This is an optimization exercise on Yosys and OpenROAD, whose aim is small area, not a production implementation. RTL that was checked went through simulation tests only; none was proved equivalent to the original. No activity file was given, so power comes from the tool's default toggle rates.

==> flow/design.v (excerpt) <==
module pll(
	input clk,
	input reset,
	input sig_in,
	input [6:0] phase_adj,      
	input [11:0] delay_adj,     
	input [15:0] default_freq,  
	output osc_out,
	output reg sig_bad,
	output reg [14-1:0] per_avg);
Size in the first run: about 1900 cells after synthesis, roughly 54 I/O pins, ~27000 um2 of cells after synthesis.
Settings: LEC_CHECK=0, CAP_MARGIN=20, CORE_MARGIN=2, CORE_UTILIZATION=45, SLEW_MARGIN=20; clock period 10.0 ns.
standard.sh (not shown) runs the stock make flow with config.mk's settings and CLKGATE_MAP_FILE= SYNTH_SCRIPT=/design/flow/synth_recipe.tcl, a recipe that flattens the netlist after the stock synthesis.
==> flow/flow/run.sh <==
#!/bin/bash
# Standard ORFS layout, with two changes: CTS uses small clock buffers and no
# dummy loads, and the port buffers are the smallest buffer cell.
set -euo pipefail
export CTS_ARGS="-sink_clustering_enable -repair_clock_nets -dont_use_dummy_load -buf_list sky130_fd_sc_hd__clkbuf_4"
export BUFFER_PORTS_ARGS="-buffer_cell sky130_fd_sc_hd__buf_1"
bash standard.sh synth > synth.log 2>&1
bash standard.sh finish > finish.log 2>&1
==> next run, changes <==
==> flow/flow/run.sh (replaced) <==
#!/bin/bash
# Standard ORFS layout, with two changes: CTS uses small clock buffers in
# larger clusters and no dummy loads, and the port buffers are the smallest
# buffer cell.
set -euo pipefail
export CTS_ARGS="-sink_clustering_enable -repair_clock_nets -dont_use_dummy_load -buf_list {sky130_fd_sc_hd__clkbuf_4 sky130_fd_sc_hd__clkbuf_8} -sink_clustering_size 20 -sink_clustering_max_diameter 50"
export BUFFER_PORTS_ARGS="-buffer_cell sky130_fd_sc_hd__buf_1"
bash standard.sh synth > synth.log 2>&1
bash standard.sh finish > finish.log 2>&1
After rerunning:
- design area fell by about 2.1%
- total power fell by 6.0%
- worst hold slack is better by 0.037 ns
- synthesized cell count does not change
- non-clock buffer count does not change
- worst setup slack is better by 0.044 ns
- first-iteration DRC count rose by about 3.2%
- final cell count fell by about 5%
- combinational power hardly moves
- die area does not change
- clock power fell by 21%
==> next run, changes <==
==> flow/run.sh (new file) <==
#!/bin/bash
# synth_recipe.tcl (not shown) runs the flow's synth.tcl, then flattens the netlist and writes it again
# the make line also repeats each setting of config.mk as NAME=value (left out here)
make -C /OpenROAD-flow-scripts/flow DESIGN_CONFIG=/design/flow/config.mk WORK_HOME=/design/flow/orfs CLKGATE_MAP_FILE= SYNTH_SCRIPT=/design/flow/synth_recipe.tcl finish
removed: flow/flow/run.sh
removed: flow/standard.sh
=> Worst setup slack improved by 0.017 ns. Final cell count rose by a few percent. Die area stays the same. Final area goes up by a little under a tenth. First-iteration DRC count goes down by roughly a tenth. Sequential cell count stays the same. Sequential share of layout area is lower by 5.2 points. Fmax goes up slightly. Hold slack is better by 0.055 ns. Synthesized area is unchanged. Routed wire length goes up by a few percent.
No functional check of the RTL was part of any run of this note.


== P ==
pll, a different RTL version from the one above (not shown whole).
Size in the first run: about 2200 cells after synthesis, ~960 flip-flops, about 54 I/O pins.
clock: 10.0 ns
lec_check: 0
abc_area: 1
cap_margin: 20
core_margin: 2
core_utilization: 45
slew_margin: 20
==> flow/flow/run.sh <==
#!/bin/bash
# Standard ORFS layout, with two changes: CTS uses small clock buffers in
# larger clusters and no dummy loads, and the port buffers are the smallest
# buffer cell.
set -euo pipefail
export CTS_ARGS="-sink_clustering_enable -repair_clock_nets -dont_use_dummy_load -buf_list sky130_fd_sc_hd__clkbuf_8 -sink_clustering_size 20 -sink_clustering_max_diameter 50"
export BUFFER_PORTS_ARGS="-buffer_cell sky130_fd_sc_hd__buf_1"
bash standard.sh synth > synth.log 2>&1
bash standard.sh finish > finish.log 2>&1
P ran to completion and came out clean on the timing, DRC and antenna checks.
Edits applied to the flow inputs when going from P to Q:
- ABC_AREA removed (was 1)
Notes after the runs:
For Q and P, there was not a single run that failed to finish clean.
Number of filler instances in the final layout came out lower on Q than on P.
STATUS synthesized area: Q wins against P
Compared with P, Q shows detailed-routed wire length on met2 that has gone down slightly.
Relative to Q, the following input files were edited for R:
==> flow/flow/run.sh <==
#!/bin/bash
# The standard ORFS layout, with these changes:
# - synthesis: ABC uses an area script, adders are left to ABC (no full-adder
#   cell extraction) and carry chains are mapped as ripple carry;
# - CTS: clkbuf_8 leaf buffers in clusters of up to 20 sinks, no dummy loads;
# - port buffers are buf_1 cells.
# Each step's full output goes to its own log file here.
set -euo pipefail
W=$PWD
sed "s#SYNTH_SCRIPT=[^ ]*#SYNTH_SCRIPT=$W/flow/synth.tcl#" standard.sh > my_standard.sh
export FLOW_ABC_SCRIPT=$W/flow/abc_area.script
export ADDER_MAP_FILE=
export SYNTH_OPERATIONS_ARGS="-extra-map $W/flow/lcu_ripple.v"
export CTS_ARGS="-sink_clustering_enable -repair_clock_nets -dont_use_dummy_load -buf_list sky130_fd_sc_hd__clkbuf_8 -sink_clustering_size 20 -sink_clustering_max_diameter 50"
export BUFFER_PORTS_ARGS="-buffer_cell sky130_fd_sc_hd__buf_1"
bash my_standard.sh synth > synth.log 2>&1
bash my_standard.sh finish > finish.log 2>&1
==> flow/flow/abc_area.script (new file) <==
strash
&get -n
&fraig -x
&put
scorr
dc2
strash
&get -n
&dch -f
&nf
&put
==> flow/flow/lcu_ripple.v (new file) <==
(* techmap_celltype = "$lcu" *)
module _lcu_ripple (P, G, CI, CO);
	parameter WIDTH = 2;
	(* force_downto *)
	input [WIDTH-1:0] P, G;
	input CI;
	(* force_downto *)
	output [WIDTH-1:0] CO;
	genvar i;
	generate
		for (i = 0; i < WIDTH; i = i + 1) begin : stage
			if (i == 0)
				assign CO[0] = G[0] | (P[0] & CI);
			else
				assign CO[i] = G[i] | (P[i] & CO[i-1]);
		end
	endgenerate
endmodule
==> flow/flow/synth.tcl (new file) <==
# The standard flow's synthesis script (synth_recipe.tcl), with one change: ABC maps the
# logic with an area-oriented script (flow/abc_area.script) in place of
# ORFS's delay-oriented one. Registers are mapped before ABC runs, so they
# are the standard synthesis's.
proc synth {args} { yosys synth -nofsm -noshare {*}$args }
proc abc {args} {
  set i [lsearch $args -script]
  if {$i >= 0} {
    set args [lreplace $args $i [expr {$i + 1}] -script $::env(FLOW_ABC_SCRIPT)]
  }
  yosys abc {*}$args
}
source $::env(SCRIPTS_DIR)/synth.tcl
# left out here: clear keep_hierarchy, flatten, clean up, hide names made inside functions, write 1_2_yosys.v
[summary]
- Summary of R over Q: number of multi-input combinational cells shrank by 286; filler-free cell count of the finished design shrank by 400; global-route usage shrank by 1.7 points; worst setup slack shrank by 2.23 ns; met2 track demand over resource shrank by 3.5 points.


Another version of the RTL of pll (not shown whole).
Size in the first run: ~1400 cells after synthesis, roughly 960 flip-flops, roughly 54 I/O pins, about 24000 µm² of cells after synthesis.
Settings: LEC_CHECK=0, CAP_MARGIN=5, CORE_MARGIN=2, CORE_UTILIZATION=45, SLEW_MARGIN=5; clock period 10.0 ns.
==> flow/flow/run.sh <==
#!/bin/bash
# The standard ORFS layout, with these changes:
# - synthesis: ABC uses an area script, adders are left to ABC (no full-adder
#   cell extraction), carry chains are mapped as ripple carry, and plain
#   additions of two variable operands are ripples of fa_1/ha_1 cells;
# - CTS: clkbuf_8 leaf buffers in clusters of up to 18 sinks, no dummy loads;
# - port buffers are buf_1 cells.
# Each step's full output goes to its own log file here.
set -euo pipefail
W=$PWD
sed "s#SYNTH_SCRIPT=[^ ]*#SYNTH_SCRIPT=$W/flow/synth.tcl#" standard.sh > my_standard.sh
export FLOW_ABC_SCRIPT=$W/flow/abc_area.script
export ADDER_MAP_FILE=
export SYNTH_OPERATIONS_ARGS="-extra-map $W/flow/lcu_ripple.v -extra-map $W/flow/alu_fa.v"
export CTS_ARGS="-sink_clustering_enable -repair_clock_nets -dont_use_dummy_load -buf_list sky130_fd_sc_hd__clkbuf_8 -sink_clustering_size 18 -sink_clustering_max_diameter 80"
export BUFFER_PORTS_ARGS="-buffer_cell sky130_fd_sc_hd__buf_1"
bash my_standard.sh synth > synth.log 2>&1
bash my_standard.sh finish > finish.log 2>&1
Other scripts of this flow, unchanged in this note and not shown: flow/flow/abc_area.script, flow/flow/alu_fa.v, flow/flow/lcu_ripple.v, flow/flow/synth.tcl
The baseline finished clean.
Edit:
--- a/flow/flow/run.sh
+++ b/flow/flow/run.sh
@@ -5,3 +5,4 @@
 #   additions of two variable operands are ripples of fa_1/ha_1 cells;
-# - CTS: clkbuf_8 leaf buffers in clusters of up to 18 sinks, no dummy loads;
+# - CTS: clkbuf_8 leaf buffers in clusters of up to 18 sinks, clkbuf_4
+#   above them, no dummy loads;
 # - port buffers are buf_1 cells.
@@ -14,3 +15,3 @@
 export SYNTH_OPERATIONS_ARGS="-extra-map $W/flow/lcu_ripple.v -extra-map $W/flow/alu_fa.v"
-export CTS_ARGS="-sink_clustering_enable -repair_clock_nets -dont_use_dummy_load -buf_list sky130_fd_sc_hd__clkbuf_8 -sink_clustering_size 18 -sink_clustering_max_diameter 80"
+export CTS_ARGS="-sink_clustering_enable -repair_clock_nets -dont_use_dummy_load -buf_list sky130_fd_sc_hd__clkbuf_8 -root_buf sky130_fd_sc_hd__clkbuf_4 -tree_buf sky130_fd_sc_hd__clkbuf_4 -sink_clustering_size 18 -sink_clustering_max_diameter 80"
 export BUFFER_PORTS_ARGS="-buffer_cell sky130_fd_sc_hd__buf_1"
--- a/flow/config.mk
+++ b/flow/config.mk
@@ -7,5 +7,5 @@
 export LEC_CHECK = 0
-export CAP_MARGIN = 5
+export CAP_MARGIN = 20
 export CORE_MARGIN = 2
 export CORE_UTILIZATION = 45
-export SLEW_MARGIN = 5
+export SLEW_MARGIN = 20
=> The changed run ran to the end with no violations; wire length climbs by 0.31%; core utilization hardly moves; non-clock buffer count is unchanged; synthesized area stays the same; global-route usage is about the same; sequential power stays flat; die area is unchanged; via count stays flat; cell count hardly moves; final area barely changes.
Edit:
--- a/flow/flow/run.sh
+++ b/flow/flow/run.sh
@@ -5,4 +5,3 @@
 #   additions of two variable operands are ripples of fa_1/ha_1 cells;
-# - CTS: clkbuf_8 leaf buffers in clusters of up to 18 sinks, clkbuf_4
-#   above them, no dummy loads;
+# - CTS: clkbuf_8 leaf buffers in clusters of up to 18 sinks, no dummy loads;
 # - port buffers are buf_1 cells.
@@ -15,3 +14,3 @@
 export SYNTH_OPERATIONS_ARGS="-extra-map $W/flow/lcu_ripple.v -extra-map $W/flow/alu_fa.v"
-export CTS_ARGS="-sink_clustering_enable -repair_clock_nets -dont_use_dummy_load -buf_list sky130_fd_sc_hd__clkbuf_8 -root_buf sky130_fd_sc_hd__clkbuf_4 -tree_buf sky130_fd_sc_hd__clkbuf_4 -sink_clustering_size 18 -sink_clustering_max_diameter 80"
+export CTS_ARGS="-sink_clustering_enable -repair_clock_nets -dont_use_dummy_load -buf_list sky130_fd_sc_hd__clkbuf_8 -sink_clustering_size 18 -sink_clustering_max_diameter 80"
 export BUFFER_PORTS_ARGS="-buffer_cell sky130_fd_sc_hd__buf_1"
--- a/flow/config.mk
+++ b/flow/config.mk
@@ -10,2 +10,4 @@
 export CORE_UTILIZATION = 45
+export GPL_ROUTABILITY_DRIVEN = 0
+export GPL_TIMING_DRIVEN = 0
 export SLEW_MARGIN = 20
Wire length shrinks by 1.5%. Maximum frequency stays flat. Die area does not change. Combinational power grows by 13%. Non-clock buffer count shrinks by 1. Via count shrinks by 0.69%.

static timing again, ports no longer ideal:
The flow's constraints put no driver on any port. The routed layouts listed below were extracted and timed again, unchanged, in two steps.
Step 1 assumes that a clkbuf_16 drives the clock port and a buf_2 every other input.
Step 2 moves the port delays by t, midway between the first and last clock arrival at a register: inputs arrive t later, outputs are due t later. That takes back most of the time a late clock gives input paths.
Slacks: ideal / step 1 / step 2; pairs: ideal / step 1.
run	t (ns)	setup WS [ns]	hold WS [ns]	slew at the worst register clock pin (ns)	cell pins on the clock port's net
the first run of note 1	1.007	5.985 / 5.985 / 5.831	0.226 / 0.226 / 0.226	0.07 / 0.07	1
the second run of note 1	0.685	6.029 / 6.029 / 5.777	0.263 / 0.263 / 0.263	0.11 / 0.11	1
the third run of note 1	0.677	6.046 / 6.046 / 5.951	0.318 / 0.318 / 0.318	0.06 / 0.06	1
P	0.685	3.479 / 3.423 / 4.109	0.256 / 0.256 / 0.256	0.11 / 0.11	1
Q	0.664	2.687 / 2.638 / 3.302	0.278 / 0.278 / 0.278	0.11 / 0.11	1
R	0.657	0.461 / 0.410 / 1.067	0.272 / 0.272 / 0.272	0.11 / 0.11	1
the first run of note 3	0.691	0.302 / 0.254 / 0.488	0.279 / 0.279 / 0.279	0.12 / 0.12	1
the second run of note 3	0.886	0.295 / 0.247 / 0.485	0.276 / 0.276 / 0.276	0.12 / 0.12	1
the third run of note 3	0.691	0.272 / 0.223 / 0.395	0.293 / 0.293 / 0.293	0.11 / 0.11	1
After both steps setup and hold are still met in every run listed. The setup slack of the second run of note 1, which loses most, moves by 0.000 ns with the drivers and by -0.252 ns with both steps.
